This design comes from an exercise in tuning for small area and a short achievable clock period on the open sky130 flow, not from production work. Function was not checked in any run shown here: the RTL went through the layout flow alone.

==> flow/design.v, too long to show whole: its modules and the start of the top module <==
// module DF_Fir_Tree: 864 lines
// module fir_fa: 6 lines
// module fir_ha: 6 lines
module DF_Fir_Tree (clk, clk_enable, reset, filter_in, filter_out);
  // ...
==> flow/flow/run.sh <==
#!/bin/bash
# Standard ORFS layout with two changes to how it is optimised:
#  - port buffers use buf_2 instead of the resizer's default pick;
#  - repair_timing aims for extra setup slack on the worst endpoints.
# Everything else (synthesis, floorplan, CTS, routing) is the standard.sh.
set -euo pipefail
bash standard.sh \
  "BUFFER_PORTS_ARGS=-buffer_cell sky130_fd_sc_hd__buf_2" \
  SETUP_SLACK_MARGIN=8.9 \
  TNS_END_PERCENT=10 \
  finish > standard_make.log 2>&1
==> flow/standard.sh <==
#!/bin/bash
# synth_recipe.tcl (not shown) runs the flow's synth.tcl, then flattens the netlist and writes it again
# the make line also repeats each setting of config.mk as NAME=value (left out here)
make -C /OpenROAD-flow-scripts/flow DESIGN_CONFIG=/design/flow/config.mk WORK_HOME=/design/flow/orfs CLKGATE_MAP_FILE= SYNTH_SCRIPT=/design/flow/synth_recipe.tcl "${@:-finish}"
==> flow/config.mk <==
export PLATFORM = sky130hd
export DESIGN_NAME = DF_Fir_Tree
export DESIGN_NICKNAME = DF_Fir_Tree
export VERILOG_FILES = /design/flow/design.v
export SDC_FILE = /design/flow/constraint.sdc
export NUM_CORES = 4
export LEC_CHECK = 0
export CAP_MARGIN = 20
export CORE_MARGIN = 2
export CORE_UTILIZATION = 40
export CTS_CLUSTER_DIAMETER = 100
export CTS_CLUSTER_SIZE = 20
export PLACE_DENSITY = 0.6
export SLEW_MARGIN = 20
export SYNTH_HIERARCHICAL = 1
export SYNTH_MINIMUM_KEEP_SIZE = 0
==> flow/constraint.sdc <==
create_clock -name core_clock -period 13.0 [get_ports {clk}]
set_input_delay 2.6000 -clock core_clock [delete_from_list [all_inputs] [get_ports {clk}]]
set_output_delay 2.6000 -clock core_clock [all_outputs]
set_load 0.01 [all_outputs]
==> results.py, run 1 <==
metrics = {
    "drt": {
        "wl_met3_um": 2680,
        "dr_total_vias": 13002,
    },
    "flow_run": {
        "maxCapViolations": 0,
    },
    "critical_path": {
        "crit_path_frequent_cell": "fa_2",
        "worstPathCellList": "fa_2 > fa_2 > fa_1 > fa_2 > fa_1 > fa_1 > fa_2 > mux2_2",
        "critPathTopFamily": "adder cells",
        "end_kind": "flop",
        "cp-start-kind": "flop",
    },
    "finish": {
        "final_common_cell": "fa_1",
        "multi_input_area_share": 0.594,
        "num-nonclk-inverters": 164,
    },
    "logic_synthesis": {
        "syn_area_sq_um": 21300,
        "yosys-top-cells-area": "fa_1, dfrtp_1, mux2_2, ha_1, dfstp_2",
        "synth_edf_count": 0,
        "synthAdderAreaFrac": 0.426,
    },
    "timing": {
        "whs_ns": 0.489,
        "tightest_slew_ns": 0.942,
        "tns_ns": 0,
    },
    "clock_network": {
        "cts_hold_buffers": 0,
        "cts.sinks": 257,
    },
    "place": {
        "io_buffers": 51,
    },
    "grt": {
        "grt-ovfl-total": 0,
    },
    "status": {
        "status": "timing/DRC/antenna clean",
    },
}
==> inputs of run 2 (changes only) <==
==> flow/design.v (replaced) <==
`timescale 1 ns / 1 ns
module DF_Fir_Tree (clk, clk_enable, reset, filter_in, filter_out);
  input clk;
  input clk_enable;
  input reset;
  input signed [15:0] filter_in;
  output signed [32:0] filter_out;
  reg signed [15:0] d0, d1, d2, d3, d4, d5, d6, d7;
  reg signed [16:0] pa, pb;
  reg signed [32:0] output_register;
  reg [32:0] Rs, Rc;
  wire signed [16:0] pa_n = (d0 + d4);
  wire signed [16:0] pb_n = (d1 + d3);
  wire t_1, t_2;
  fir_fa ut_1 (.a(~pa[0]), .b(pb[1]), .c(pb[0]), .s(t_1), .co(t_2));
  wire t_3 = pb[2] ^ pb[1];
  wire t_4 = pb[2] | pb[1];
  wire t_5, t_6;
  fir_fa ut_5 (.a(pa[1]), .b(pa[0]), .c(d3[1]), .s(t_5), .co(t_6));
  wire t_7, t_8;
  fir_fa ut_7 (.a(d7[0]), .b(t_3), .c(t_5), .s(t_7), .co(t_8));
  wire t_9 = d0[0] ^ pa[2];
  wire t_10 = d0[0] | pa[2];
  wire t_11, t_12;
  fir_fa ut_11 (.a(pa[1]), .b(d3[2]), .c(d6[0]), .s(t_11), .co(t_12));
  wire t_13, t_14;
  fir_fa ut_13 (.a(pb[3]), .b(pb[2]), .c(pb[0]), .s(t_13), .co(t_14));
  wire t_15, t_16;
  fir_fa ut_15 (.a(d7[1]), .b(d7[0]), .c(~t_4), .s(t_15), .co(t_16));
  wire t_17, t_18;
  fir_fa ut_17 (.a(t_6), .b(t_11), .c(~t_13), .s(t_17), .co(t_18));
  wire t_19, t_20;
  fir_fa ut_19 (.a(~t_9), .b(t_15), .c(t_8), .s(t_19), .co(t_20));
  wire t_21, t_22;
  fir_fa ut_21 (.a(d0[1]), .b(pa[3]), .c(pa[2]), .s(t_21), .co(t_22));
  wire t_23, t_24;
  fir_fa ut_23 (.a(pb[4]), .b(pb[3]), .c(pb[1]), .s(t_23), .co(t_24));
  wire t_25, t_26;
  fir_fa ut_25 (.a(d3[3]), .b(d6[1]), .c(d7[2]), .s(t_25), .co(t_26));
  wire t_27, t_28;
  fir_fa ut_27 (.a(d7[1]), .b(t_12), .c(t_21), .s(t_27), .co(t_28));
  wire t_29, t_30;
  fir_fa ut_29 (.a(t_14), .b(t_23), .c(~t_25), .s(t_29), .co(t_30));
  wire t_31, t_32;
  fir_fa ut_31 (.a(t_10), .b(t_16), .c(t_18), .s(t_31), .co(t_32));
  wire t_33, t_34;
  fir_fa ut_33 (.a(t_27), .b(~t_29), .c(t_20), .s(t_33), .co(t_34));
  wire t_35 = pb[5] ^ pb[4];
  wire t_36 = pb[5] | pb[4];
  wire t_37, t_38;
  fir_fa ut_37 (.a(d0[2]), .b(pa[4]), .c(pa[3]), .s(t_37), .co(t_38));
  wire t_39, t_40;
  fir_fa ut_39 (.a(pa[0]), .b(d3[4]), .c(d3[0]), .s(t_39), .co(t_40));
  wire t_41, t_42;
  fir_fa ut_41 (.a(d6[2]), .b(d7[3]), .c(d7[2]), .s(t_41), .co(t_42));
  wire t_43, t_44;
  fir_fa ut_43 (.a(t_35), .b(t_22), .c(t_26), .s(t_43), .co(t_44));
  wire t_45, t_46;
  fir_fa ut_45 (.a(t_37), .b(t_39), .c(t_41), .s(t_45), .co(t_46));
  wire t_47, t_48;
  fir_fa ut_47 (.a(~pb[2]), .b(t_28), .c(t_43), .s(t_47), .co(t_48));
  wire t_49, t_50;
  fir_fa ut_49 (.a(t_24), .b(t_30), .c(~t_45), .s(t_49), .co(t_50));
  wire t_51, t_52;
  fir_fa ut_51 (.a(t_32), .b(t_47), .c(~t_49), .s(t_51), .co(t_52));
  wire t_53, t_54;
  fir_fa ut_53 (.a(pa[5]), .b(pa[4]), .c(pa[1]), .s(t_53), .co(t_54));
  wire t_55, t_56;
  fir_fa ut_55 (.a(pb[6]), .b(pb[5]), .c(pb[3]), .s(t_55), .co(t_56));
  wire t_57, t_58;
  fir_fa ut_57 (.a(d3[5]), .b(d3[1]), .c(d6[3]), .s(t_57), .co(t_58));
  wire t_59, t_60;
  fir_fa ut_59 (.a(~pb[0]), .b(d7[4]), .c(d7[3]), .s(t_59), .co(t_60));
  wire t_61, t_62;
  fir_fa ut_61 (.a(t_38), .b(t_40), .c(t_42), .s(t_61), .co(t_62));
  wire t_63, t_64;
  fir_fa ut_63 (.a(d0[3]), .b(t_36), .c(t_55), .s(t_63), .co(t_64));
  wire t_65, t_66;
  fir_fa ut_65 (.a(t_53), .b(t_57), .c(t_59), .s(t_65), .co(t_66));
  wire t_67, t_68;
  fir_fa ut_67 (.a(t_44), .b(t_46), .c(t_61), .s(t_67), .co(t_68));
  wire t_69, t_70;
  fir_fa ut_69 (.a(~t_63), .b(t_65), .c(t_48), .s(t_69), .co(t_70));
  wire t_71, t_72;
  fir_fa ut_71 (.a(t_67), .b(~t_50), .c(t_69), .s(t_71), .co(t_72));
  wire t_73, t_74;
  fir_fa ut_73 (.a(d0[4]), .b(pa[6]), .c(pa[5]), .s(t_73), .co(t_74));
  wire t_75, t_76;
  fir_fa ut_75 (.a(pb[7]), .b(pb[6]), .c(pb[4]), .s(t_75), .co(t_76));
  wire t_77, t_78;
  fir_fa ut_77 (.a(pa[2]), .b(d3[6]), .c(d3[2]), .s(t_77), .co(t_78));
  wire t_79, t_80;
  fir_fa ut_79 (.a(d6[4]), .b(d7[5]), .c(d7[4]), .s(t_79), .co(t_80));
  wire t_81, t_82;
  fir_fa ut_81 (.a(d0[3]), .b(t_54), .c(t_58), .s(t_81), .co(t_82));
  wire t_83, t_84;
  fir_fa ut_83 (.a(pb[1]), .b(t_56), .c(t_75), .s(t_83), .co(t_84));
  wire t_85, t_86;
  fir_fa ut_85 (.a(t_60), .b(t_73), .c(t_77), .s(t_85), .co(t_86));
  wire t_87, t_88;
  fir_fa ut_87 (.a(t_79), .b(t_62), .c(t_81), .s(t_87), .co(t_88));
  wire t_89, t_90;
  fir_fa ut_89 (.a(~t_64), .b(t_66), .c(t_85), .s(t_89), .co(t_90));
  wire t_91, t_92;
  fir_fa ut_91 (.a(~t_83), .b(t_68), .c(t_87), .s(t_91), .co(t_92));
  wire t_93, t_94;
  fir_fa ut_93 (.a(t_89), .b(t_70), .c(t_91), .s(t_93), .co(t_94));
  wire t_95, t_96;
  fir_fa ut_95 (.a(d0[5]), .b(pa[7]), .c(pa[6]), .s(t_95), .co(t_96));
  wire t_97, t_98;
  fir_fa ut_97 (.a(pb[8]), .b(pb[7]), .c(pb[5]), .s(t_97), .co(t_98));
  wire t_99, t_100;
  fir_fa ut_99 (.a(pa[3]), .b(pa[0]), .c(d3[7]), .s(t_99), .co(t_100));
  wire t_101, t_102;
  fir_fa ut_101 (.a(d3[3]), .b(d6[5]), .c(d7[6]), .s(t_101), .co(t_102));
  wire t_103, t_104;
  fir_fa ut_103 (.a(~pb[2]), .b(d7[5]), .c(d7[0]), .s(t_103), .co(t_104));
  wire t_105, t_106;
  fir_fa ut_105 (.a(t_74), .b(t_78), .c(t_80), .s(t_105), .co(t_106));
  wire t_107, t_108;
  fir_fa ut_107 (.a(t_95), .b(t_99), .c(t_101), .s(t_107), .co(t_108));
  wire t_109, t_110;
  fir_fa ut_109 (.a(t_76), .b(t_97), .c(~t_103), .s(t_109), .co(t_110));
  wire t_111, t_112;
  fir_fa ut_111 (.a(t_82), .b(t_86), .c(t_105), .s(t_111), .co(t_112));
  wire t_113, t_114;
  fir_fa ut_113 (.a(t_84), .b(~t_107), .c(t_109), .s(t_113), .co(t_114));
  wire t_115, t_116;
  fir_fa ut_115 (.a(t_88), .b(t_90), .c(t_111), .s(t_115), .co(t_116));
  wire t_117, t_118;
  fir_fa ut_117 (.a(~t_113), .b(t_92), .c(t_115), .s(t_117), .co(t_118));
  wire t_119, t_120;
  fir_fa ut_119 (.a(d0[6]), .b(pa[8]), .c(pa[7]), .s(t_119), .co(t_120));
  wire t_121, t_122;
  fir_fa ut_121 (.a(d0[0]), .b(pb[9]), .c(pb[8]), .s(t_121), .co(t_122));
  wire t_123, t_124;
  fir_fa ut_123 (.a(pa[4]), .b(pa[1]), .c(pb[0]), .s(t_123), .co(t_124));
  wire t_125, t_126;
  fir_fa ut_125 (.a(pb[6]), .b(pb[3]), .c(d6[0]), .s(t_125), .co(t_126));
  wire t_127, t_128;
  fir_fa ut_127 (.a(d3[8]), .b(d3[4]), .c(d6[6]), .s(t_127), .co(t_128));
  wire t_129, t_130;
  fir_fa ut_129 (.a(d7[7]), .b(d7[6]), .c(d7[1]), .s(t_129), .co(t_130));
  wire t_131, t_132;
  fir_fa ut_131 (.a(t_96), .b(t_100), .c(t_102), .s(t_131), .co(t_132));
  wire t_133, t_134;
  fir_fa ut_133 (.a(t_98), .b(t_121), .c(t_125), .s(t_133), .co(t_134));
  wire t_135, t_136;
  fir_fa ut_135 (.a(t_104), .b(t_119), .c(t_123), .s(t_135), .co(t_136));
  wire t_137, t_138;
  fir_fa ut_137 (.a(t_127), .b(t_129), .c(t_106), .s(t_137), .co(t_138));
  wire t_139, t_140;
  fir_fa ut_139 (.a(t_108), .b(t_131), .c(t_135), .s(t_139), .co(t_140));
  wire t_141, t_142;
  fir_fa ut_141 (.a(~t_133), .b(t_112), .c(t_137), .s(t_141), .co(t_142));
  wire t_143, t_144;
  fir_fa ut_143 (.a(t_110), .b(~t_139), .c(t_114), .s(t_143), .co(t_144));
  wire t_145, t_146;
  fir_fa ut_145 (.a(t_116), .b(t_141), .c(~t_143), .s(t_145), .co(t_146));
  wire t_147 = d0[1] ^ pb[10];
  wire t_148 = d0[1] | pb[10];
  wire t_149, t_150;
  fir_fa ut_149 (.a(d0[7]), .b(pa[9]), .c(pa[8]), .s(t_149), .co(t_150));
  wire t_151, t_152;
  fir_fa ut_151 (.a(pa[5]), .b(pa[2]), .c(pb[1]), .s(t_151), .co(t_152));
  wire t_153, t_154;
  fir_fa ut_153 (.a(pb[9]), .b(pb[7]), .c(pb[4]), .s(t_153), .co(t_154));
  wire t_155, t_156;
  fir_fa ut_155 (.a(d3[9]), .b(d3[5]), .c(d6[7]), .s(t_155), .co(t_156));
  wire t_157, t_158;
  fir_fa ut_157 (.a(d7[8]), .b(d7[7]), .c(d7[2]), .s(t_157), .co(t_158));
  wire t_159, t_160;
  fir_fa ut_159 (.a(d3[0]), .b(d6[1]), .c(~t_147), .s(t_159), .co(t_160));
  wire t_161, t_162;
  fir_fa ut_161 (.a(t_120), .b(t_124), .c(t_128), .s(t_161), .co(t_162));
  wire t_163, t_164;
  fir_fa ut_163 (.a(t_122), .b(t_126), .c(t_153), .s(t_163), .co(t_164));
  wire t_165, t_166;
  fir_fa ut_165 (.a(t_130), .b(t_149), .c(t_151), .s(t_165), .co(t_166));
  wire t_167, t_168;
  fir_fa ut_167 (.a(t_155), .b(t_157), .c(t_132), .s(t_167), .co(t_168));
  wire t_169, t_170;
  fir_fa ut_169 (.a(~t_159), .b(t_136), .c(t_161), .s(t_169), .co(t_170));
  wire t_171, t_172;
  fir_fa ut_171 (.a(t_134), .b(t_163), .c(~t_165), .s(t_171), .co(t_172));
  wire t_173, t_174;
  fir_fa ut_173 (.a(t_138), .b(t_167), .c(t_140), .s(t_173), .co(t_174));
  wire t_175, t_176;
  fir_fa ut_175 (.a(t_169), .b(~t_171), .c(t_142), .s(t_175), .co(t_176));
  wire t_177, t_178;
  fir_fa ut_177 (.a(t_173), .b(~t_144), .c(t_175), .s(t_177), .co(t_178));
  wire t_179, t_180;
  fir_fa ut_179 (.a(pa[10]), .b(pa[9]), .c(pa[6]), .s(t_179), .co(t_180));
  wire t_181, t_182;
  fir_fa ut_181 (.a(d0[2]), .b(pb[11]), .c(pb[10]), .s(t_181), .co(t_182));
  wire t_183, t_184;
  fir_fa ut_183 (.a(pa[3]), .b(pa[0]), .c(pb[2]), .s(t_183), .co(t_184));
  wire t_185, t_186;
  fir_fa ut_185 (.a(pb[8]), .b(pb[5]), .c(d3[1]), .s(t_185), .co(t_186));
  wire t_187, t_188;
  fir_fa ut_187 (.a(d3[10]), .b(d3[6]), .c(d6[8]), .s(t_187), .co(t_188));
  wire t_189, t_190;
  fir_fa ut_189 (.a(d7[9]), .b(d7[8]), .c(d7[3]), .s(t_189), .co(t_190));
  wire t_191, t_192;
  fir_fa ut_191 (.a(d6[2]), .b(d0[8]), .c(t_148), .s(t_191), .co(t_192));
  wire t_193, t_194;
  fir_fa ut_193 (.a(t_150), .b(t_152), .c(t_156), .s(t_193), .co(t_194));
  wire t_195, t_196;
  fir_fa ut_195 (.a(t_154), .b(t_181), .c(t_185), .s(t_195), .co(t_196));
  wire t_197, t_198;
  fir_fa ut_197 (.a(t_158), .b(t_179), .c(t_183), .s(t_197), .co(t_198));
  wire t_199, t_200;
  fir_fa ut_199 (.a(~t_187), .b(t_191), .c(t_160), .s(t_199), .co(t_200));
  wire t_201, t_202;
  fir_fa ut_201 (.a(t_189), .b(t_162), .c(t_166), .s(t_201), .co(t_202));
  wire t_203, t_204;
  fir_fa ut_203 (.a(t_164), .b(~t_193), .c(t_195), .s(t_203), .co(t_204));
  wire t_205, t_206;
  fir_fa ut_205 (.a(t_197), .b(t_168), .c(t_170), .s(t_205), .co(t_206));
  wire t_207, t_208;
  fir_fa ut_207 (.a(t_199), .b(t_172), .c(t_203), .s(t_207), .co(t_208));
  wire t_209, t_210;
  fir_fa ut_209 (.a(t_201), .b(t_174), .c(t_205), .s(t_209), .co(t_210));
  wire t_211, t_212;
  fir_fa ut_211 (.a(~t_207), .b(t_176), .c(t_209), .s(t_211), .co(t_212));
  wire t_213 = d0[9] ^ pa[11];
  wire t_214 = d0[9] | pa[11];
  wire t_215, t_216;
  fir_fa ut_215 (.a(pa[10]), .b(pa[7]), .c(pa[4]), .s(t_215), .co(t_216));
  wire t_217, t_218;
  fir_fa ut_217 (.a(d0[3]), .b(pb[12]), .c(pb[11]), .s(t_217), .co(t_218));
  wire t_219, t_220;
  fir_fa ut_219 (.a(pa[1]), .b(pb[3]), .c(d3[11]), .s(t_219), .co(t_220));
  wire t_221, t_222;
  fir_fa ut_221 (.a(pb[9]), .b(pb[6]), .c(d3[2]), .s(t_221), .co(t_222));
  wire t_223, t_224;
  fir_fa ut_223 (.a(d3[7]), .b(d6[9]), .c(d7[10]), .s(t_223), .co(t_224));
  wire t_225, t_226;
  fir_fa ut_225 (.a(d7[9]), .b(d7[4]), .c(d0[8]), .s(t_225), .co(t_226));
  wire t_227, t_228;
  fir_fa ut_227 (.a(d3[0]), .b(d6[3]), .c(t_182), .s(t_227), .co(t_228));
  wire t_229, t_230;
  fir_fa ut_229 (.a(t_180), .b(t_184), .c(t_188), .s(t_229), .co(t_230));
  wire t_231, t_232;
  fir_fa ut_231 (.a(t_186), .b(t_217), .c(t_221), .s(t_231), .co(t_232));
  wire t_233, t_234;
  fir_fa ut_233 (.a(t_190), .b(t_215), .c(t_219), .s(t_233), .co(t_234));
  wire t_235, t_236;
  fir_fa ut_235 (.a(~t_223), .b(t_213), .c(t_192), .s(t_235), .co(t_236));
  wire t_237, t_238;
  fir_fa ut_237 (.a(t_225), .b(t_194), .c(t_198), .s(t_237), .co(t_238));
  wire t_239, t_240;
  fir_fa ut_239 (.a(t_196), .b(t_227), .c(t_231), .s(t_239), .co(t_240));
  wire t_241, t_242;
  fir_fa ut_241 (.a(~t_229), .b(t_235), .c(t_200), .s(t_241), .co(t_242));
  wire t_243, t_244;
  fir_fa ut_243 (.a(t_233), .b(t_202), .c(t_237), .s(t_243), .co(t_244));
  wire t_245, t_246;
  fir_fa ut_245 (.a(t_204), .b(t_239), .c(t_241), .s(t_245), .co(t_246));
  wire t_247, t_248;
  fir_fa ut_247 (.a(t_206), .b(~t_208), .c(t_243), .s(t_247), .co(t_248));
  wire t_249, t_250;
  fir_fa ut_249 (.a(~t_245), .b(t_210), .c(t_247), .s(t_249), .co(t_250));
  wire t_251 = d0[10] ^ pa[12];
  wire t_252 = d0[10] | pa[12];
  wire t_253, t_254;
  fir_fa ut_253 (.a(pa[11]), .b(pa[8]), .c(pa[5]), .s(t_253), .co(t_254));
  wire t_255, t_256;
  fir_fa ut_255 (.a(d0[4]), .b(pa[0]), .c(pb[13]), .s(t_255), .co(t_256));
  wire t_257, t_258;
  fir_fa ut_257 (.a(pa[2]), .b(pb[4]), .c(d3[12]), .s(t_257), .co(t_258));
  wire t_259, t_260;
  fir_fa ut_259 (.a(pb[12]), .b(pb[10]), .c(pb[7]), .s(t_259), .co(t_260));
  wire t_261, t_262;
  fir_fa ut_261 (.a(d3[8]), .b(d6[10]), .c(d7[11]), .s(t_261), .co(t_262));
  wire t_263, t_264;
  fir_fa ut_263 (.a(d3[3]), .b(d3[1]), .c(d6[4]), .s(t_263), .co(t_264));
  wire t_265, t_266;
  fir_fa ut_265 (.a(d7[10]), .b(d7[5]), .c(t_216), .s(t_265), .co(t_266));
  wire t_267, t_268;
  fir_fa ut_267 (.a(t_220), .b(t_224), .c(t_226), .s(t_267), .co(t_268));
  wire t_269, t_270;
  fir_fa ut_269 (.a(t_218), .b(t_222), .c(t_255), .s(t_269), .co(t_270));
  wire t_271, t_272;
  fir_fa ut_271 (.a(t_253), .b(t_257), .c(t_261), .s(t_271), .co(t_272));
  wire t_273, t_274;
  fir_fa ut_273 (.a(t_259), .b(t_263), .c(t_251), .s(t_273), .co(t_274));
  wire t_275, t_276;
  fir_fa ut_275 (.a(t_214), .b(t_230), .c(t_234), .s(t_275), .co(t_276));
  wire t_277, t_278;
  fir_fa ut_277 (.a(~t_228), .b(t_265), .c(t_267), .s(t_277), .co(t_278));
  wire t_279, t_280;
  fir_fa ut_279 (.a(t_232), .b(t_269), .c(~t_271), .s(t_279), .co(t_280));
  wire t_281, t_282;
  fir_fa ut_281 (.a(t_236), .b(t_273), .c(t_240), .s(t_281), .co(t_282));
  wire t_283, t_284;
  fir_fa ut_283 (.a(t_238), .b(t_275), .c(t_277), .s(t_283), .co(t_284));
  wire t_285, t_286;
  fir_fa ut_285 (.a(t_279), .b(t_242), .c(t_281), .s(t_285), .co(t_286));
  wire t_287, t_288;
  fir_fa ut_287 (.a(t_244), .b(t_283), .c(~t_246), .s(t_287), .co(t_288));
  wire t_289, t_290;
  fir_fa ut_289 (.a(t_248), .b(~t_285), .c(t_287), .s(t_289), .co(t_290));
  wire t_291, t_292;
  fir_fa ut_291 (.a(d0[11]), .b(pa[13]), .c(pa[12]), .s(t_291), .co(t_292));
  wire t_293, t_294;
  fir_fa ut_293 (.a(d0[5]), .b(pa[1]), .c(pb[14]), .s(t_293), .co(t_294));
  wire t_295, t_296;
  fir_fa ut_295 (.a(pa[9]), .b(pa[6]), .c(pa[3]), .s(t_295), .co(t_296));
  wire t_297, t_298;
  fir_fa ut_297 (.a(pb[13]), .b(pb[11]), .c(pb[8]), .s(t_297), .co(t_298));
  wire t_299, t_300;
  fir_fa ut_299 (.a(pb[5]), .b(d3[13]), .c(d3[9]), .s(t_299), .co(t_300));
  wire t_301, t_302;
  fir_fa ut_301 (.a(pb[0]), .b(d3[4]), .c(d3[2]), .s(t_301), .co(t_302));
  wire t_303, t_304;
  fir_fa ut_303 (.a(d6[11]), .b(d7[12]), .c(d7[11]), .s(t_303), .co(t_304));
  wire t_305, t_306;
  fir_fa ut_305 (.a(d3[0]), .b(d6[5]), .c(~d7[6]), .s(t_305), .co(t_306));
  wire t_307, t_308;
  fir_fa ut_307 (.a(t_254), .b(t_258), .c(t_262), .s(t_307), .co(t_308));
  wire t_309, t_310;
  fir_fa ut_309 (.a(t_256), .b(t_260), .c(t_264), .s(t_309), .co(t_310));
  wire t_311, t_312;
  fir_fa ut_311 (.a(t_291), .b(t_295), .c(t_299), .s(t_311), .co(t_312));
  wire t_313, t_314;
  fir_fa ut_313 (.a(t_293), .b(t_297), .c(t_301), .s(t_313), .co(t_314));
  wire t_315, t_316;
  fir_fa ut_315 (.a(t_303), .b(~t_305), .c(t_252), .s(t_315), .co(t_316));
  wire t_317, t_318;
  fir_fa ut_317 (.a(t_266), .b(t_268), .c(t_272), .s(t_317), .co(t_318));
  wire t_319, t_320;
  fir_fa ut_319 (.a(t_270), .b(t_309), .c(t_313), .s(t_319), .co(t_320));
  wire t_321, t_322;
  fir_fa ut_321 (.a(t_307), .b(t_311), .c(~t_274), .s(t_321), .co(t_322));
  wire t_323, t_324;
  fir_fa ut_323 (.a(t_315), .b(t_276), .c(t_278), .s(t_323), .co(t_324));
  wire t_325, t_326;
  fir_fa ut_325 (.a(~t_317), .b(t_280), .c(t_319), .s(t_325), .co(t_326));
  wire t_327, t_328;
  fir_fa ut_327 (.a(t_321), .b(t_284), .c(t_323), .s(t_327), .co(t_328));
  wire t_329, t_330;
  fir_fa ut_329 (.a(t_282), .b(t_325), .c(t_286), .s(t_329), .co(t_330));
  wire t_331, t_332;
  fir_fa ut_331 (.a(t_327), .b(t_288), .c(~t_329), .s(t_331), .co(t_332));
  wire t_333 = d0[12] ^ pa[14];
  wire t_334 = d0[12] | pa[14];
  wire t_335, t_336;
  fir_fa ut_335 (.a(pa[13]), .b(pa[10]), .c(pa[7]), .s(t_335), .co(t_336));
  wire t_337, t_338;
  fir_fa ut_337 (.a(d0[6]), .b(pa[2]), .c(pb[15]), .s(t_337), .co(t_338));
  wire t_339, t_340;
  fir_fa ut_339 (.a(pb[14]), .b(pb[12]), .c(pb[9]), .s(t_339), .co(t_340));
  wire t_341, t_342;
  fir_fa ut_341 (.a(pa[4]), .b(pb[6]), .c(d3[14]), .s(t_341), .co(t_342));
  wire t_343, t_344;
  fir_fa ut_343 (.a(pb[1]), .b(d3[5]), .c(d3[3]), .s(t_343), .co(t_344));
  wire t_345, t_346;
  fir_fa ut_345 (.a(d3[10]), .b(d6[12]), .c(d7[13]), .s(t_345), .co(t_346));
  wire t_347, t_348;
  fir_fa ut_347 (.a(d3[1]), .b(d6[6]), .c(~d7[12]), .s(t_347), .co(t_348));
  wire t_349, t_350;
  fir_fa ut_349 (.a(d7[7]), .b(t_292), .c(t_296), .s(t_349), .co(t_350));
  wire t_351, t_352;
  fir_fa ut_351 (.a(t_294), .b(t_298), .c(t_302), .s(t_351), .co(t_352));
  wire t_353, t_354;
  fir_fa ut_353 (.a(t_300), .b(t_304), .c(t_335), .s(t_353), .co(t_354));
  wire t_355, t_356;
  fir_fa ut_355 (.a(t_306), .b(t_337), .c(t_339), .s(t_355), .co(t_356));
  wire t_357, t_358;
  fir_fa ut_357 (.a(t_341), .b(~t_343), .c(t_345), .s(t_357), .co(t_358));
  wire t_359, t_360;
  fir_fa ut_359 (.a(t_347), .b(t_333), .c(t_310), .s(t_359), .co(t_360));
  wire t_361, t_362;
  fir_fa ut_361 (.a(t_308), .b(t_312), .c(t_349), .s(t_361), .co(t_362));
  wire t_363, t_364;
  fir_fa ut_363 (.a(t_314), .b(t_351), .c(t_355), .s(t_363), .co(t_364));
  wire t_365, t_366;
  fir_fa ut_365 (.a(t_353), .b(t_316), .c(t_357), .s(t_365), .co(t_366));
  wire t_367, t_368;
  fir_fa ut_367 (.a(~t_318), .b(t_359), .c(t_320), .s(t_367), .co(t_368));
  wire t_369, t_370;
  fir_fa ut_369 (.a(t_361), .b(t_322), .c(t_365), .s(t_369), .co(t_370));
  wire t_371, t_372;
  fir_fa ut_371 (.a(t_363), .b(t_326), .c(t_367), .s(t_371), .co(t_372));
  wire t_373, t_374;
  fir_fa ut_373 (.a(t_324), .b(t_369), .c(t_328), .s(t_373), .co(t_374));
  wire t_375, t_376;
  fir_fa ut_375 (.a(t_371), .b(t_330), .c(~t_373), .s(t_375), .co(t_376));
  wire t_377, t_378;
  fir_fa ut_377 (.a(d0[13]), .b(pa[15]), .c(pa[14]), .s(t_377), .co(t_378));
  wire t_379, t_380;
  fir_fa ut_379 (.a(pa[11]), .b(pa[8]), .c(pa[5]), .s(t_379), .co(t_380));
  wire t_381, t_382;
  fir_fa ut_381 (.a(d0[7]), .b(pa[3]), .c(pb[15]), .s(t_381), .co(t_382));
  wire t_383, t_384;
  fir_fa ut_383 (.a(pb[13]), .b(pb[10]), .c(pb[2]), .s(t_383), .co(t_384));
  wire t_385, t_386;
  fir_fa ut_385 (.a(pb[16]), .b(pb[7]), .c(d3[11]), .s(t_385), .co(t_386));
  wire t_387, t_388;
  fir_fa ut_387 (.a(d3[15]), .b(d3[6]), .c(d3[4]), .s(t_387), .co(t_388));
  wire t_389, t_390;
  fir_fa ut_389 (.a(d6[13]), .b(d7[14]), .c(d7[13]), .s(t_389), .co(t_390));
  wire t_391, t_392;
  fir_fa ut_391 (.a(d3[2]), .b(d6[7]), .c(~d7[8]), .s(t_391), .co(t_392));
  wire t_393, t_394;
  fir_fa ut_393 (.a(t_336), .b(t_342), .c(t_346), .s(t_393), .co(t_394));
  wire t_395, t_396;
  fir_fa ut_395 (.a(t_338), .b(t_340), .c(t_344), .s(t_395), .co(t_396));
  wire t_397, t_398;
  fir_fa ut_397 (.a(t_348), .b(t_381), .c(t_383), .s(t_397), .co(t_398));
  wire t_399, t_400;
  fir_fa ut_399 (.a(t_377), .b(t_379), .c(t_385), .s(t_399), .co(t_400));
  wire t_401, t_402;
  fir_fa ut_401 (.a(t_387), .b(~t_389), .c(t_391), .s(t_401), .co(t_402));
  wire t_403, t_404;
  fir_fa ut_403 (.a(t_334), .b(t_350), .c(t_354), .s(t_403), .co(t_404));
  wire t_405, t_406;
  fir_fa ut_405 (.a(t_352), .b(t_356), .c(t_395), .s(t_405), .co(t_406));
  wire t_407, t_408;
  fir_fa ut_407 (.a(t_393), .b(t_358), .c(t_399), .s(t_407), .co(t_408));
  wire t_409, t_410;
  fir_fa ut_409 (.a(t_397), .b(t_401), .c(t_360), .s(t_409), .co(t_410));
  wire t_411, t_412;
  fir_fa ut_411 (.a(~t_362), .b(t_364), .c(t_405), .s(t_411), .co(t_412));
  wire t_413, t_414;
  fir_fa ut_413 (.a(t_403), .b(t_366), .c(t_407), .s(t_413), .co(t_414));
  wire t_415, t_416;
  fir_fa ut_415 (.a(t_409), .b(t_368), .c(t_411), .s(t_415), .co(t_416));
  wire t_417, t_418;
  fir_fa ut_417 (.a(t_370), .b(t_413), .c(~t_372), .s(t_417), .co(t_418));
  wire t_419, t_420;
  fir_fa ut_419 (.a(~t_415), .b(t_374), .c(t_417), .s(t_419), .co(t_420));
  wire t_421, t_422;
  fir_fa ut_421 (.a(d0[14]), .b(pa[15]), .c(pa[12]), .s(t_421), .co(t_422));
  wire t_423, t_424;
  fir_fa ut_423 (.a(d0[8]), .b(pa[16]), .c(pa[4]), .s(t_423), .co(t_424));
  wire t_425, t_426;
  fir_fa ut_425 (.a(pa[9]), .b(pa[6]), .c(pb[16]), .s(t_425), .co(t_426));
  wire t_427, t_428;
  fir_fa ut_427 (.a(pb[14]), .b(pb[11]), .c(pb[3]), .s(t_427), .co(t_428));
  wire t_429, t_430;
  fir_fa ut_429 (.a(pb[8]), .b(d3[12]), .c(d6[14]), .s(t_429), .co(t_430));
  wire t_431, t_432;
  fir_fa ut_431 (.a(d3[7]), .b(d3[5]), .c(d3[3]), .s(t_431), .co(t_432));
  wire t_433, t_434;
  fir_fa ut_433 (.a(d6[8]), .b(d7[15]), .c(~d7[14]), .s(t_433), .co(t_434));
  wire t_435, t_436;
  fir_fa ut_435 (.a(d7[9]), .b(t_378), .c(t_380), .s(t_435), .co(t_436));
  wire t_437, t_438;
  fir_fa ut_437 (.a(t_382), .b(t_384), .c(t_388), .s(t_437), .co(t_438));
  wire t_439, t_440;
  fir_fa ut_439 (.a(t_386), .b(t_390), .c(t_421), .s(t_439), .co(t_440));
  wire t_441, t_442;
  fir_fa ut_441 (.a(t_392), .b(t_423), .c(t_427), .s(t_441), .co(t_442));
  wire t_443, t_444;
  fir_fa ut_443 (.a(t_425), .b(t_429), .c(~t_431), .s(t_443), .co(t_444));
  wire t_445, t_446;
  fir_fa ut_445 (.a(t_433), .b(t_396), .c(t_398), .s(t_445), .co(t_446));
  wire t_447, t_448;
  fir_fa ut_447 (.a(t_394), .b(t_400), .c(t_435), .s(t_447), .co(t_448));
  wire t_449, t_450;
  fir_fa ut_449 (.a(t_437), .b(t_402), .c(t_441), .s(t_449), .co(t_450));
  wire t_451, t_452;
  fir_fa ut_451 (.a(t_439), .b(t_443), .c(t_404), .s(t_451), .co(t_452));
  wire t_453, t_454;
  fir_fa ut_453 (.a(~t_406), .b(t_408), .c(t_447), .s(t_453), .co(t_454));
  wire t_455, t_456;
  fir_fa ut_455 (.a(t_445), .b(t_449), .c(t_410), .s(t_455), .co(t_456));
  wire t_457, t_458;
  fir_fa ut_457 (.a(t_451), .b(t_414), .c(t_453), .s(t_457), .co(t_458));
  wire t_459, t_460;
  fir_fa ut_459 (.a(t_412), .b(t_455), .c(t_416), .s(t_459), .co(t_460));
  wire t_461, t_462;
  fir_fa ut_461 (.a(t_457), .b(t_418), .c(~t_459), .s(t_461), .co(t_462));
  wire t_463, t_464;
  fir_fa ut_463 (.a(d0[15]), .b(d0[9]), .c(pa[16]), .s(t_463), .co(t_464));
  wire t_465, t_466;
  fir_fa ut_465 (.a(pa[13]), .b(pa[10]), .c(pa[7]), .s(t_465), .co(t_466));
  wire t_467, t_468;
  fir_fa ut_467 (.a(pa[5]), .b(pb[15]), .c(pb[12]), .s(t_467), .co(t_468));
  wire t_469, t_470;
  fir_fa ut_469 (.a(pb[4]), .b(d3[8]), .c(d3[6]), .s(t_469), .co(t_470));
  wire t_471, t_472;
  fir_fa ut_471 (.a(d3[4]), .b(d6[15]), .c(d6[9]), .s(t_471), .co(t_472));
  wire t_473, t_474;
  fir_fa ut_473 (.a(pb[9]), .b(d3[13]), .c(d7[10]), .s(t_473), .co(t_474));
  wire t_475, t_476;
  fir_fa ut_475 (.a(d7[15]), .b(t_424), .c(t_428), .s(t_475), .co(t_476));
  wire t_477, t_478;
  fir_fa ut_477 (.a(t_422), .b(t_426), .c(t_430), .s(t_477), .co(t_478));
  wire t_479, t_480;
  fir_fa ut_479 (.a(t_432), .b(t_434), .c(t_463), .s(t_479), .co(t_480));
  wire t_481, t_482;
  fir_fa ut_481 (.a(t_467), .b(t_469), .c(t_471), .s(t_481), .co(t_482));
  wire t_483, t_484;
  fir_fa ut_483 (.a(t_465), .b(t_473), .c(t_436), .s(t_483), .co(t_484));
  wire t_485, t_486;
  fir_fa ut_485 (.a(t_438), .b(t_442), .c(t_475), .s(t_485), .co(t_486));
  wire t_487, t_488;
  fir_fa ut_487 (.a(t_440), .b(t_477), .c(t_444), .s(t_487), .co(t_488));
  wire t_489, t_490;
  fir_fa ut_489 (.a(t_479), .b(t_481), .c(t_446), .s(t_489), .co(t_490));
  wire t_491, t_492;
  fir_fa ut_491 (.a(~t_448), .b(t_450), .c(t_485), .s(t_491), .co(t_492));
  wire t_493, t_494;
  fir_fa ut_493 (.a(t_483), .b(t_487), .c(t_452), .s(t_493), .co(t_494));
  wire t_495, t_496;
  fir_fa ut_495 (.a(~t_454), .b(t_489), .c(t_491), .s(t_495), .co(t_496));
  wire t_497, t_498;
  fir_fa ut_497 (.a(~t_456), .b(t_493), .c(t_458), .s(t_497), .co(t_498));
  wire t_499, t_500;
  fir_fa ut_499 (.a(t_495), .b(t_460), .c(~t_497), .s(t_499), .co(t_500));
  wire t_501, t_502;
  fir_fa ut_501 (.a(pa[14]), .b(pa[11]), .c(pa[8]), .s(t_501), .co(t_502));
  wire t_503, t_504;
  fir_fa ut_503 (.a(d0[10]), .b(pa[6]), .c(pb[13]), .s(t_503), .co(t_504));
  wire t_505, t_506;
  fir_fa ut_505 (.a(pb[16]), .b(pb[10]), .c(d3[14]), .s(t_505), .co(t_506));
  wire t_507, t_508;
  fir_fa ut_507 (.a(pb[5]), .b(d3[9]), .c(d3[7]), .s(t_507), .co(t_508));
  wire t_509, t_510;
  fir_fa ut_509 (.a(d3[5]), .b(d6[10]), .c(~d7[11]), .s(t_509), .co(t_510));
  wire t_511, t_512;
  fir_fa ut_511 (.a(t_464), .b(t_468), .c(t_470), .s(t_511), .co(t_512));
  wire t_513, t_514;
  fir_fa ut_513 (.a(t_466), .b(t_474), .c(t_501), .s(t_513), .co(t_514));
  wire t_515, t_516;
  fir_fa ut_515 (.a(t_472), .b(t_503), .c(t_507), .s(t_515), .co(t_516));
  wire t_517, t_518;
  fir_fa ut_517 (.a(~t_505), .b(t_509), .c(t_476), .s(t_517), .co(t_518));
  wire t_519, t_520;
  fir_fa ut_519 (.a(t_480), .b(t_482), .c(t_511), .s(t_519), .co(t_520));
  wire t_521, t_522;
  fir_fa ut_521 (.a(t_478), .b(t_513), .c(~t_515), .s(t_521), .co(t_522));
  wire t_523, t_524;
  fir_fa ut_523 (.a(~t_484), .b(t_486), .c(t_517), .s(t_523), .co(t_524));
  wire t_525, t_526;
  fir_fa ut_525 (.a(t_488), .b(~t_519), .c(t_521), .s(t_525), .co(t_526));
  wire t_527, t_528;
  fir_fa ut_527 (.a(t_490), .b(t_492), .c(t_523), .s(t_527), .co(t_528));
  wire t_529, t_530;
  fir_fa ut_529 (.a(~t_525), .b(t_496), .c(t_527), .s(t_529), .co(t_530));
  wire t_531, t_532;
  fir_fa ut_531 (.a(t_494), .b(t_498), .c(~t_529), .s(t_531), .co(t_532));
  wire t_533, t_534;
  fir_fa ut_533 (.a(pa[15]), .b(pa[12]), .c(pa[9]), .s(t_533), .co(t_534));
  wire t_535, t_536;
  fir_fa ut_535 (.a(pa[7]), .b(pb[14]), .c(pb[6]), .s(t_535), .co(t_536));
  wire t_537, t_538;
  fir_fa ut_537 (.a(d3[15]), .b(d3[10]), .c(d3[8]), .s(t_537), .co(t_538));
  wire t_539, t_540;
  fir_fa ut_539 (.a(pb[11]), .b(d7[12]), .c(d0[11]), .s(t_539), .co(t_540));
  wire t_541, t_542;
  fir_fa ut_541 (.a(d3[6]), .b(d6[11]), .c(t_504), .s(t_541), .co(t_542));
  wire t_543, t_544;
  fir_fa ut_543 (.a(t_502), .b(t_506), .c(t_533), .s(t_543), .co(t_544));
  wire t_545, t_546;
  fir_fa ut_545 (.a(t_508), .b(t_510), .c(t_535), .s(t_545), .co(t_546));
  wire t_547, t_548;
  fir_fa ut_547 (.a(t_537), .b(~t_539), .c(t_512), .s(t_547), .co(t_548));
  wire t_549, t_550;
  fir_fa ut_549 (.a(t_516), .b(t_541), .c(t_545), .s(t_549), .co(t_550));
  wire t_551, t_552;
  fir_fa ut_551 (.a(t_518), .b(t_520), .c(t_547), .s(t_551), .co(t_552));
  wire t_553, t_554;
  fir_fa ut_553 (.a(t_514), .b(t_543), .c(t_522), .s(t_553), .co(t_554));
  wire t_555, t_556;
  fir_fa ut_555 (.a(t_549), .b(t_524), .c(t_551), .s(t_555), .co(t_556));
  wire t_557, t_558;
  fir_fa ut_557 (.a(t_526), .b(t_553), .c(~t_528), .s(t_557), .co(t_558));
  wire t_559, t_560;
  fir_fa ut_559 (.a(t_555), .b(t_530), .c(~t_557), .s(t_559), .co(t_560));
  wire t_561, t_562;
  fir_fa ut_561 (.a(pa[16]), .b(pa[8]), .c(pb[15]), .s(t_561), .co(t_562));
  wire t_563, t_564;
  fir_fa ut_563 (.a(pa[13]), .b(pa[10]), .c(pb[12]), .s(t_563), .co(t_564));
  wire t_565, t_566;
  fir_fa ut_565 (.a(pb[7]), .b(d3[11]), .c(d3[9]), .s(t_565), .co(t_566));
  wire t_567, t_568;
  fir_fa ut_567 (.a(d3[7]), .b(d6[12]), .c(d0[11]), .s(t_567), .co(t_568));
  wire t_569, t_570;
  fir_fa ut_569 (.a(d7[13]), .b(d0[12]), .c(t_534), .s(t_569), .co(t_570));
  wire t_571, t_572;
  fir_fa ut_571 (.a(t_536), .b(t_538), .c(t_561), .s(t_571), .co(t_572));
  wire t_573, t_574;
  fir_fa ut_573 (.a(~t_540), .b(t_565), .c(t_567), .s(t_573), .co(t_574));
  wire t_575, t_576;
  fir_fa ut_575 (.a(t_563), .b(t_544), .c(t_569), .s(t_575), .co(t_576));
  wire t_577, t_578;
  fir_fa ut_577 (.a(t_542), .b(t_546), .c(t_571), .s(t_577), .co(t_578));
  wire t_579, t_580;
  fir_fa ut_579 (.a(t_573), .b(t_548), .c(t_550), .s(t_579), .co(t_580));
  wire t_581, t_582;
  fir_fa ut_581 (.a(~t_575), .b(t_577), .c(t_552), .s(t_581), .co(t_582));
  wire t_583, t_584;
  fir_fa ut_583 (.a(t_579), .b(t_556), .c(t_581), .s(t_583), .co(t_584));
  wire t_585, t_586;
  fir_fa ut_585 (.a(t_554), .b(~t_583), .c(t_558), .s(t_585), .co(t_586));
  wire t_587, t_588;
  fir_fa ut_587 (.a(pa[14]), .b(pa[11]), .c(pb[16]), .s(t_587), .co(t_588));
  wire t_589, t_590;
  fir_fa ut_589 (.a(pa[9]), .b(pb[8]), .c(d3[12]), .s(t_589), .co(t_590));
  wire t_591, t_592;
  fir_fa ut_591 (.a(d3[10]), .b(d3[8]), .c(d6[13]), .s(t_591), .co(t_592));
  wire t_593, t_594;
  fir_fa ut_593 (.a(pb[13]), .b(d7[14]), .c(d0[13]), .s(t_593), .co(t_594));
  wire t_595, t_596;
  fir_fa ut_595 (.a(d0[12]), .b(t_562), .c(t_566), .s(t_595), .co(t_596));
  wire t_597, t_598;
  fir_fa ut_597 (.a(t_564), .b(t_587), .c(t_593), .s(t_597), .co(t_598));
  wire t_599, t_600;
  fir_fa ut_599 (.a(t_568), .b(t_589), .c(t_591), .s(t_599), .co(t_600));
  wire t_601, t_602;
  fir_fa ut_601 (.a(t_572), .b(t_574), .c(t_595), .s(t_601), .co(t_602));
  wire t_603, t_604;
  fir_fa ut_603 (.a(t_570), .b(t_597), .c(~t_599), .s(t_603), .co(t_604));
  wire t_605, t_606;
  fir_fa ut_605 (.a(~t_576), .b(t_578), .c(t_601), .s(t_605), .co(t_606));
  wire t_607, t_608;
  fir_fa ut_607 (.a(~t_603), .b(t_580), .c(t_605), .s(t_607), .co(t_608));
  wire t_609, t_610;
  fir_fa ut_609 (.a(t_582), .b(t_607), .c(t_584), .s(t_609), .co(t_610));
  wire t_611, t_612;
  fir_fa ut_611 (.a(pa[15]), .b(pa[12]), .c(pb[14]), .s(t_611), .co(t_612));
  wire t_613, t_614;
  fir_fa ut_613 (.a(pa[10]), .b(pb[9]), .c(d3[13]), .s(t_613), .co(t_614));
  wire t_615, t_616;
  fir_fa ut_615 (.a(d3[11]), .b(d3[9]), .c(d6[14]), .s(t_615), .co(t_616));
  wire t_617, t_618;
  fir_fa ut_617 (.a(d7[15]), .b(d0[13]), .c(~d0[14]), .s(t_617), .co(t_618));
  wire t_619, t_620;
  fir_fa ut_619 (.a(t_588), .b(t_594), .c(t_611), .s(t_619), .co(t_620));
  wire t_621, t_622;
  fir_fa ut_621 (.a(t_590), .b(t_592), .c(t_613), .s(t_621), .co(t_622));
  wire t_623, t_624;
  fir_fa ut_623 (.a(t_615), .b(t_617), .c(t_596), .s(t_623), .co(t_624));
  wire t_625, t_626;
  fir_fa ut_625 (.a(t_598), .b(~t_600), .c(t_619), .s(t_625), .co(t_626));
  wire t_627, t_628;
  fir_fa ut_627 (.a(t_621), .b(t_602), .c(t_623), .s(t_627), .co(t_628));
  wire t_629, t_630;
  fir_fa ut_629 (.a(~t_604), .b(t_606), .c(t_627), .s(t_629), .co(t_630));
  wire t_631, t_632;
  fir_fa ut_631 (.a(~t_625), .b(t_608), .c(t_629), .s(t_631), .co(t_632));
  wire t_633, t_634;
  fir_fa ut_633 (.a(pa[16]), .b(pa[11]), .c(pb[10]), .s(t_633), .co(t_634));
  wire t_635, t_636;
  fir_fa ut_635 (.a(pa[13]), .b(pb[15]), .c(d6[15]), .s(t_635), .co(t_636));
  wire t_637, t_638;
  fir_fa ut_637 (.a(d3[14]), .b(d3[12]), .c(d3[10]), .s(t_637), .co(t_638));
  wire t_639, t_640;
  fir_fa ut_639 (.a(d0[14]), .b(d0[15]), .c(t_614), .s(t_639), .co(t_640));
  wire t_641, t_642;
  fir_fa ut_641 (.a(t_616), .b(t_618), .c(t_633), .s(t_641), .co(t_642));
  wire t_643, t_644;
  fir_fa ut_643 (.a(t_612), .b(t_635), .c(~t_637), .s(t_643), .co(t_644));
  wire t_645, t_646;
  fir_fa ut_645 (.a(t_622), .b(t_639), .c(t_641), .s(t_645), .co(t_646));
  wire t_647, t_648;
  fir_fa ut_647 (.a(t_620), .b(t_643), .c(~t_624), .s(t_647), .co(t_648));
  wire t_649, t_650;
  fir_fa ut_649 (.a(~t_626), .b(t_645), .c(t_628), .s(t_649), .co(t_650));
  wire t_651, t_652;
  fir_fa ut_651 (.a(~t_647), .b(t_630), .c(t_649), .s(t_651), .co(t_652));
  wire t_653, t_654;
  fir_fa ut_653 (.a(pa[12]), .b(pb[16]), .c(pb[11]), .s(t_653), .co(t_654));
  wire t_655, t_656;
  fir_fa ut_655 (.a(d3[13]), .b(d3[11]), .c(pa[14]), .s(t_655), .co(t_656));
  wire t_657, t_658;
  fir_fa ut_657 (.a(d3[15]), .b(d0[15]), .c(t_636), .s(t_657), .co(t_658));
  wire t_659, t_660;
  fir_fa ut_659 (.a(t_634), .b(t_638), .c(t_653), .s(t_659), .co(t_660));
  wire t_661, t_662;
  fir_fa ut_661 (.a(t_655), .b(t_640), .c(t_642), .s(t_661), .co(t_662));
  wire t_663, t_664;
  fir_fa ut_663 (.a(t_657), .b(t_644), .c(~t_659), .s(t_663), .co(t_664));
  wire t_665, t_666;
  fir_fa ut_665 (.a(t_646), .b(t_661), .c(~t_663), .s(t_665), .co(t_666));
  wire t_667, t_668;
  fir_fa ut_667 (.a(~t_648), .b(t_665), .c(t_650), .s(t_667), .co(t_668));
  wire t_669, t_670;
  fir_fa ut_669 (.a(pa[13]), .b(pb[12]), .c(d3[14]), .s(t_669), .co(t_670));
  wire t_671, t_672;
  fir_fa ut_671 (.a(d3[12]), .b(~pa[14]), .c(pa[15]), .s(t_671), .co(t_672));
  wire t_673, t_674;
  fir_fa ut_673 (.a(t_654), .b(t_656), .c(t_669), .s(t_673), .co(t_674));
  wire t_675, t_676;
  fir_fa ut_675 (.a(t_671), .b(~t_658), .c(t_660), .s(t_675), .co(t_676));
  wire t_677, t_678;
  fir_fa ut_677 (.a(t_673), .b(t_662), .c(t_675), .s(t_677), .co(t_678));
  wire t_679, t_680;
  fir_fa ut_679 (.a(~t_664), .b(t_677), .c(t_666), .s(t_679), .co(t_680));
  wire t_681, t_682;
  fir_fa ut_681 (.a(pa[16]), .b(pa[14]), .c(pb[13]), .s(t_681), .co(t_682));
  wire t_683, t_684;
  fir_fa ut_683 (.a(d3[15]), .b(~d3[13]), .c(pa[15]), .s(t_683), .co(t_684));
  wire t_685, t_686;
  fir_fa ut_685 (.a(t_670), .b(t_672), .c(t_681), .s(t_685), .co(t_686));
  wire t_687, t_688;
  fir_fa ut_687 (.a(~t_683), .b(t_674), .c(t_685), .s(t_687), .co(t_688));
  wire t_689, t_690;
  fir_fa ut_689 (.a(t_676), .b(t_687), .c(t_678), .s(t_689), .co(t_690));
  wire t_691, t_692;
  fir_fa ut_691 (.a(pa[15]), .b(pb[14]), .c(d3[14]), .s(t_691), .co(t_692));
  wire t_693, t_694;
  fir_fa ut_693 (.a(t_682), .b(~t_684), .c(t_691), .s(t_693), .co(t_694));
  wire t_695, t_696;
  fir_fa ut_695 (.a(t_686), .b(t_693), .c(t_688), .s(t_695), .co(t_696));
  wire t_697, t_698;
  fir_fa ut_697 (.a(pb[15]), .b(~d3[15]), .c(pa[16]), .s(t_697), .co(t_698));
  wire t_699, t_700;
  fir_fa ut_699 (.a(t_692), .b(t_697), .c(t_694), .s(t_699), .co(t_700));
  wire t_701, t_702;
  fir_fa ut_701 (.a(~pa[16]), .b(pb[16]), .c(t_698), .s(t_701), .co(t_702));
  wire [32:0] ns = {1'b1, pb[16], t_701, t_699, t_695, t_689, t_679, t_652, t_632, t_631, t_609, t_585, t_532, t_500, t_462, t_420, t_376, t_332, t_290, t_250, t_212, t_178, t_146, t_118, t_94, t_72, t_52, t_34, t_31, t_17, t_2, d3[0], pb[0]};
  wire [32:0] nc = {1'b0, t_702, t_700, t_696, t_690, t_680, t_668, t_667, t_651, t_610, t_586, t_560, t_559, t_531, t_499, t_461, t_419, t_375, t_331, t_289, t_249, t_211, t_177, t_145, t_117, t_93, t_71, t_51, t_33, t_19, t_7, t_1, 1'b0};
  wire tb_1 = d0[0] ^ Rc[2];
  wire tb_2 = d0[0] & Rc[2];
  wire tb_3 = d0[1] ^ d0[0];
  wire tb_4 = d0[1] & d0[0];
  wire tb_5, tb_6;
  fir_fa utb_5 (.a(Rs[3]), .b(Rc[3]), .c(tb_2), .s(tb_5), .co(tb_6));
  wire tb_7, tb_8;
  fir_fa utb_7 (.a(d0[2]), .b(d0[1]), .c(Rs[4]), .s(tb_7), .co(tb_8));
  wire tb_9, tb_10;
  fir_fa utb_9 (.a(Rc[4]), .b(tb_4), .c(tb_7), .s(tb_9), .co(tb_10));
  wire tb_11, tb_12;
  fir_fa utb_11 (.a(d0[3]), .b(d0[2]), .c(Rs[5]), .s(tb_11), .co(tb_12));
  wire tb_13, tb_14;
  fir_fa utb_13 (.a(Rc[5]), .b(tb_8), .c(tb_11), .s(tb_13), .co(tb_14));
  wire tb_15, tb_16;
  fir_fa utb_15 (.a(d0[4]), .b(d0[3]), .c(Rs[6]), .s(tb_15), .co(tb_16));
  wire tb_17, tb_18;
  fir_fa utb_17 (.a(Rc[6]), .b(tb_12), .c(tb_15), .s(tb_17), .co(tb_18));
  wire tb_19, tb_20;
  fir_fa utb_19 (.a(d0[5]), .b(d0[4]), .c(Rs[7]), .s(tb_19), .co(tb_20));
  wire tb_21, tb_22;
  fir_fa utb_21 (.a(Rc[7]), .b(tb_16), .c(tb_19), .s(tb_21), .co(tb_22));
  wire tb_23 = d0[6] ^ d0[5];
  wire tb_24 = d0[6] & d0[5];
  wire tb_25, tb_26;
  fir_fa utb_25 (.a(d0[0]), .b(Rs[8]), .c(Rc[8]), .s(tb_25), .co(tb_26));
  wire tb_27, tb_28;
  fir_fa utb_27 (.a(tb_23), .b(tb_20), .c(tb_25), .s(tb_27), .co(tb_28));
  wire tb_29, tb_30;
  fir_fa utb_29 (.a(d0[7]), .b(d0[6]), .c(d0[1]), .s(tb_29), .co(tb_30));
  wire tb_31, tb_32;
  fir_fa utb_31 (.a(Rs[9]), .b(Rc[9]), .c(tb_24), .s(tb_31), .co(tb_32));
  wire tb_33, tb_34;
  fir_fa utb_33 (.a(tb_26), .b(tb_29), .c(tb_31), .s(tb_33), .co(tb_34));
  wire tb_35, tb_36;
  fir_fa utb_35 (.a(d0[8]), .b(d0[7]), .c(d0[2]), .s(tb_35), .co(tb_36));
  wire tb_37, tb_38;
  fir_fa utb_37 (.a(Rs[10]), .b(Rc[10]), .c(tb_30), .s(tb_37), .co(tb_38));
  wire tb_39, tb_40;
  fir_fa utb_39 (.a(tb_35), .b(tb_32), .c(tb_37), .s(tb_39), .co(tb_40));
  wire tb_41, tb_42;
  fir_fa utb_41 (.a(d0[9]), .b(d0[8]), .c(d0[3]), .s(tb_41), .co(tb_42));
  wire tb_43, tb_44;
  fir_fa utb_43 (.a(Rs[11]), .b(Rc[11]), .c(tb_36), .s(tb_43), .co(tb_44));
  wire tb_45, tb_46;
  fir_fa utb_45 (.a(tb_41), .b(tb_38), .c(tb_43), .s(tb_45), .co(tb_46));
  wire tb_47, tb_48;
  fir_fa utb_47 (.a(d0[10]), .b(d0[9]), .c(d0[4]), .s(tb_47), .co(tb_48));
  wire tb_49, tb_50;
  fir_fa utb_49 (.a(Rs[12]), .b(Rc[12]), .c(tb_42), .s(tb_49), .co(tb_50));
  wire tb_51, tb_52;
  fir_fa utb_51 (.a(tb_47), .b(tb_44), .c(tb_49), .s(tb_51), .co(tb_52));
  wire tb_53, tb_54;
  fir_fa utb_53 (.a(d0[11]), .b(d0[10]), .c(d0[5]), .s(tb_53), .co(tb_54));
  wire tb_55, tb_56;
  fir_fa utb_55 (.a(Rs[13]), .b(Rc[13]), .c(tb_48), .s(tb_55), .co(tb_56));
  wire tb_57, tb_58;
  fir_fa utb_57 (.a(tb_53), .b(tb_50), .c(tb_55), .s(tb_57), .co(tb_58));
  wire tb_59, tb_60;
  fir_fa utb_59 (.a(d0[12]), .b(d0[11]), .c(d0[6]), .s(tb_59), .co(tb_60));
  wire tb_61, tb_62;
  fir_fa utb_61 (.a(Rs[14]), .b(Rc[14]), .c(tb_54), .s(tb_61), .co(tb_62));
  wire tb_63, tb_64;
  fir_fa utb_63 (.a(tb_59), .b(tb_56), .c(tb_61), .s(tb_63), .co(tb_64));
  wire tb_65, tb_66;
  fir_fa utb_65 (.a(d0[13]), .b(d0[12]), .c(d0[7]), .s(tb_65), .co(tb_66));
  wire tb_67, tb_68;
  fir_fa utb_67 (.a(Rs[15]), .b(~Rc[15]), .c(tb_60), .s(tb_67), .co(tb_68));
  wire tb_69, tb_70;
  fir_fa utb_69 (.a(tb_65), .b(tb_62), .c(tb_67), .s(tb_69), .co(tb_70));
  wire tb_71, tb_72;
  fir_fa utb_71 (.a(d0[14]), .b(d0[13]), .c(d0[8]), .s(tb_71), .co(tb_72));
  wire tb_73, tb_74;
  fir_fa utb_73 (.a(~Rs[16]), .b(Rc[16]), .c(tb_66), .s(tb_73), .co(tb_74));
  wire tb_75, tb_76;
  fir_fa utb_75 (.a(tb_71), .b(tb_68), .c(tb_73), .s(tb_75), .co(tb_76));
  wire tb_77, tb_78;
  fir_fa utb_77 (.a(d0[14]), .b(d0[9]), .c(Rs[17]), .s(tb_77), .co(tb_78));
  wire tb_79, tb_80;
  fir_fa utb_79 (.a(Rc[17]), .b(d0[15]), .c(tb_72), .s(tb_79), .co(tb_80));
  wire tb_81, tb_82;
  fir_fa utb_81 (.a(tb_77), .b(tb_74), .c(tb_79), .s(tb_81), .co(tb_82));
  wire tb_83, tb_84;
  fir_fa utb_83 (.a(d0[15]), .b(Rc[18]), .c(d0[15]), .s(tb_83), .co(tb_84));
  wire tb_85, tb_86;
  fir_fa utb_85 (.a(d0[10]), .b(Rs[18]), .c(tb_78), .s(tb_85), .co(tb_86));
  wire tb_87, tb_88;
  fir_fa utb_87 (.a(~tb_83), .b(tb_80), .c(tb_85), .s(tb_87), .co(tb_88));
  wire tb_89, tb_90;
  fir_fa utb_89 (.a(Rs[19]), .b(~Rc[19]), .c(d0[11]), .s(tb_89), .co(tb_90));
  wire tb_91, tb_92;
  fir_fa utb_91 (.a(tb_84), .b(tb_89), .c(~tb_86), .s(tb_91), .co(tb_92));
  wire tb_93, tb_94;
  fir_fa utb_93 (.a(Rs[20]), .b(~Rc[20]), .c(d0[11]), .s(tb_93), .co(tb_94));
  wire tb_95, tb_96;
  fir_fa utb_95 (.a(d0[12]), .b(tb_90), .c(~tb_93), .s(tb_95), .co(tb_96));
  wire tb_97, tb_98;
  fir_fa utb_97 (.a(Rs[21]), .b(~Rc[21]), .c(d0[12]), .s(tb_97), .co(tb_98));
  wire tb_99, tb_100;
  fir_fa utb_99 (.a(~d0[13]), .b(tb_94), .c(tb_97), .s(tb_99), .co(tb_100));
  wire tb_101, tb_102;
  fir_fa utb_101 (.a(~Rs[22]), .b(Rc[22]), .c(d0[13]), .s(tb_101), .co(tb_102));
  wire tb_103, tb_104;
  fir_fa utb_103 (.a(~d0[14]), .b(tb_98), .c(tb_101), .s(tb_103), .co(tb_104));
  wire tb_105, tb_106;
  fir_fa utb_105 (.a(d0[15]), .b(Rs[23]), .c(Rc[23]), .s(tb_105), .co(tb_106));
  wire tb_107, tb_108;
  fir_fa utb_107 (.a(d0[14]), .b(tb_102), .c(~tb_105), .s(tb_107), .co(tb_108));
  wire tb_109, tb_110;
  fir_fa utb_109 (.a(Rc[24]), .b(~Rs[24]), .c(tb_106), .s(tb_109), .co(tb_110));
  wire tb_111, tb_112;
  fir_fa utb_111 (.a(Rc[25]), .b(Rs[24]), .c(~Rs[25]), .s(tb_111), .co(tb_112));
  wire tb_113, tb_114;
  fir_fa utb_113 (.a(Rc[26]), .b(Rs[25]), .c(~Rs[26]), .s(tb_113), .co(tb_114));
  wire tb_115, tb_116;
  fir_fa utb_115 (.a(Rc[27]), .b(Rs[26]), .c(~Rs[27]), .s(tb_115), .co(tb_116));
  wire tb_117, tb_118;
  fir_fa utb_117 (.a(Rc[28]), .b(Rs[27]), .c(~Rs[28]), .s(tb_117), .co(tb_118));
  wire tb_119, tb_120;
  fir_fa utb_119 (.a(Rc[29]), .b(Rs[28]), .c(~Rs[29]), .s(tb_119), .co(tb_120));
  wire tb_121, tb_122;
  fir_fa utb_121 (.a(Rc[30]), .b(Rs[29]), .c(~Rs[30]), .s(tb_121), .co(tb_122));
  wire tb_123, tb_124;
  fir_fa utb_123 (.a(Rc[31]), .b(Rs[30]), .c(Rs[31]), .s(tb_123), .co(tb_124));
  wire [32:0] n0 = {Rs[31], ~tb_122, ~tb_120, ~tb_118, ~tb_116, ~tb_114, ~tb_112, ~tb_111, ~tb_109, tb_104, tb_100, ~tb_96, ~tb_95, tb_88, tb_82, tb_76, tb_70, tb_64, tb_58, tb_52, tb_46, tb_40, tb_34, tb_28, tb_22, tb_18, tb_14, tb_10, tb_6, tb_3, ~Rs[2], Rs[1], ~Rs[0]};
  wire [32:0] n1 = {~tb_124, ~tb_123, ~tb_121, ~tb_119, ~tb_117, ~tb_115, ~tb_113, ~tb_110, tb_108, tb_107, tb_103, tb_99, ~tb_92, ~tb_91, tb_87, tb_81, tb_75, tb_69, tb_63, tb_57, tb_51, tb_45, tb_39, tb_33, tb_27, tb_21, tb_17, tb_13, tb_9, tb_5, tb_1, ~Rc[1], 1'b1};
  wire [32:0] nsum = n0 + n1 + 33'd1;
  wire [32:0] sum = ~nsum;
  always @(posedge clk or posedge reset)
    if (reset) begin
      d0 <= 0; d1 <= 0; d2 <= 0; d3 <= 0; d4 <= 0; d5 <= 0; d6 <= 0; d7 <= 0;
      pa <= 0; pb <= 0;
      Rs <= 33'd6411157768;
      Rc <= 33'd27328242;
      output_register <= 0;
    end else if (clk_enable) begin
      d0 <= filter_in; d1 <= d0; d2 <= d1; d3 <= d2; d4 <= d3; d5 <= d4; d6 <= d5; d7 <= d6;
      pa <= pa_n; pb <= pb_n;
      Rs <= ns;
      Rc <= nc;
      output_register <= sum;
    end
  assign filter_out = output_register;
endmodule
module fir_fa (a, b, c, s, co);
  input a, b, c;
  output s, co;
  assign s = a ^ b ^ c;
  assign co = (a & b) | (a & c) | (b & c);
endmodule
module fir_ha (a, b, s, co);
  input a, b;
  output s, co;
  assign s = a ^ b;
  assign co = a & b;
endmodule
==> run 2 against run 1 <==
Still clean on timing, DRC and antenna. Critical path depth rose by 4. Design area barely moved. Worst hold slack improved by 0.0049 ns. First-iteration DRC count decreased by 3.2%. Register-to-register slack got worse by 0.06 ns. Cell count is 1.1% higher. Clock-buffer cell count up 2. Largest cell class unchanged.
==> results.py, run 2 <==
metrics = {
    "critical_path": {
        "crit_path_end": "output_register[32]$_DFFE_PP0P_",
        "crit_path_frequent_cell": "fa_1",
        "worst_path_max_delay_cell": "dfrtp_4",
        "cp.arrival_ns": 4.67,
        "reg2regPathDepth": 12,
        "end_kind": "flop",
        "worstPathCellList": "buf_12 > fa_1 > fa_1 > fa_1 > ha_2 > nand4_1 > nor4_1 > nand4_1 > a21oi_1 > a211oi_2 > mux2i_1 > a21o_1",
        "cp-start-kind": "flop",
        "max_stage_delay_ns": 0.58,
        "critPathTopFamily": "adder cells",
    },
    "logic_synthesis": {
        "synth_edf_count": 0,
        "yosysTopAreaCell": "fa_1",
        "yosys-top-cells-area": "fa_1, dfrtp_1, mux2_2, ha_1, dfstp_2",
        "ys_seq_elements": 257,
        "syn_area_sq_um": 21400,
        "synthesis.instances": 1636,
    },
    "timing": {
        "tns_ns": 0,
        "finalHoldViolCount": 0,
        "tightest_slew_ns": 0.951,
    },
    "status": {
        "status": "timing/DRC/antenna clean",
    },
    "grt": {
        "grt-ovfl-total": 0,
    },
    "flow_run": {
        "maxCapViolations": 0,
    },
    "finish": {
        "multi_input_area_sq_um": 14400,
        "final_common_cell": "fa_1",
    },
    "drt": {
        "dr_total_vias": 13190,
        "viasPerCell": 5.31,
        "wl_per_cell_um": 21.9,
    },
    "place": {
        "io_buffers": 51,
    },
    "clock_network": {
        "cts.sinks": 257,
    },
}
==> run 2: changes by cell type in the layout (fill, tap and decap cells not counted), sizes merged, moves of 4 or more <==
cell and delta:
a21o -6, xor2 -4, or3 +4, nand3b -5, nand3 -7, o21ai +20, and2 +4, a21oi +11
nor2 +7, mux2 -5, a211oi +10
==> run 2: cells by family after synthesis <==
group | share of synthesized area
and+or+nand+nor | 0.0431
adders and majority gates | 0.423
AOI/OAI and AO/OA | 0.0815
buffers and inverters | 0.0377
muxes | 0.0953
DFF | 0.303
xor gates and xnor gates | 0.0164
==> run 2: area by class of cell <==
class,instances,area share
Clock inverter,3,0.00113
Multi-Input combinational cell,1167,0.591
Inverter,165,0.0256
Timing Repair Buffer,175,0.0538
Sequential cell,257,0.273
Clock buffer,27,0.0207
Tap cell,688,0.0354
==> run 2: worst min-delay path by stage <==
stage | start | to | slack (ns) | depth (start not counted)
2_1_floorplan | d2[13]$_DFFE_PP0P_ | d3[13]$_DFFE_PP0P_ | 0.45 | 2
3_3_place_gp | output_register[28]$_DFFE_PP0P_ | output_register[28]$_DFFE_PP0P_ | 0.48 | 2
3_5_place_dp | output_register[2]$_DFFE_PP0P_ | output_register[2]$_DFFE_PP0P_ | 0.48 | 2
4_1_cts | d5[4]$_DFFE_PP0P_ | d6[4]$_DFFE_PP0P_ | 0.50 | 1
5_1_grt | d2[12]$_DFFE_PP0P_ | d2[12]$_DFFE_PP0P_ | 0.53 | 1
6_report | output_register[2]$_DFFE_PP0P_ | output_register[2]$_DFFE_PP0P_ | 0.49 | 2
==> run 2: timing repair <==
action / 4_1_cts / 5_1_grt
setup endpoints to repair: 189 / 169
gates resized for setup: 86 / 125
pin swaps: 0 / 44
hold buffers: 0 / 0
cloned: 0 / 0
buffers inserted: 33 / 82
==> run 2: modules after synthesis, one instance, submodules excluded <==
module | cell area (sq um) | cells inside | copies in the design
DF_Fir_Tree | 13300 | 1233 | 1
fir_fa | 20.0 | 1 | 403
==> run 2: metrics by stage <==
step	hold slack (ns)	instance area, sq um	setup slack, ns	utilization	instances
detailed placement	0.481	22400	7.61	0.425	2337
finish	0.494	24300	8.75	0.462	2482
CTS	0.502	23300	8.74	0.443	2400
global route	0.526	24300	8.71	0.462	2482
global placement	0.477	22400	7.68	0.425	2337
floorplan	0.449	21400	7.04	-	1636
==> run 2: routing by layer <==
metal  vias to the layer above  wire length [um]  GRT usage
met5                         -                 0          0
met4                         0              1800     0.0650
met3                        89              3080     0.0359
met2                       380             26100      0.323
met1                      6943             23200      0.266
li1                       5778                 -          -
==> run 2: worst reg2reg max path, delay by kind of cell (launching register included) <==
kind	cells	cell delay, ns
AOI/OAI and AO/OA	3	0.72
adders and majority gates	4	1.73
buffers and inverters	1	0.16
DFF	1	0.58
muxes	1	0.15
and+or+nand+nor	3	0.80

afterwards: timing with drivers on the ports:
The flow's constraints put no driver on any port. The routed layouts listed below were extracted and timed again, unchanged, in two steps. Step 1 (the two cells are an assumption about what drives the block):
set clk [get_ports {clk}]
set_driving_cell -lib_cell sky130_fd_sc_hd__clkbuf_16 $clk
set_driving_cell -lib_cell sky130_fd_sc_hd__buf_2 [delete_from_list [all_inputs] $clk]
Step 2 times the ports against the registers' clock, not the clock port: input delays grow and output delays shrink by t, the midpoint of the rising clock arrivals with the driver on. a / b / c = ideal ports / drivers / drivers and shift; a / b = the first two.
run | shift t [ns] | setup WS [ns] | pins driven straight from the clock port
run 1 | 0.572 | 8.807 / 8.807 / 8.320 | 1
run 2 | 0.583 | 8.746 / 8.746 / 8.364 | 1
After both steps setup and hold are still met in every run listed. The setup slack of run 1, which loses most, moves by 0.000 ns with the drivers and by -0.487 ns with both steps.
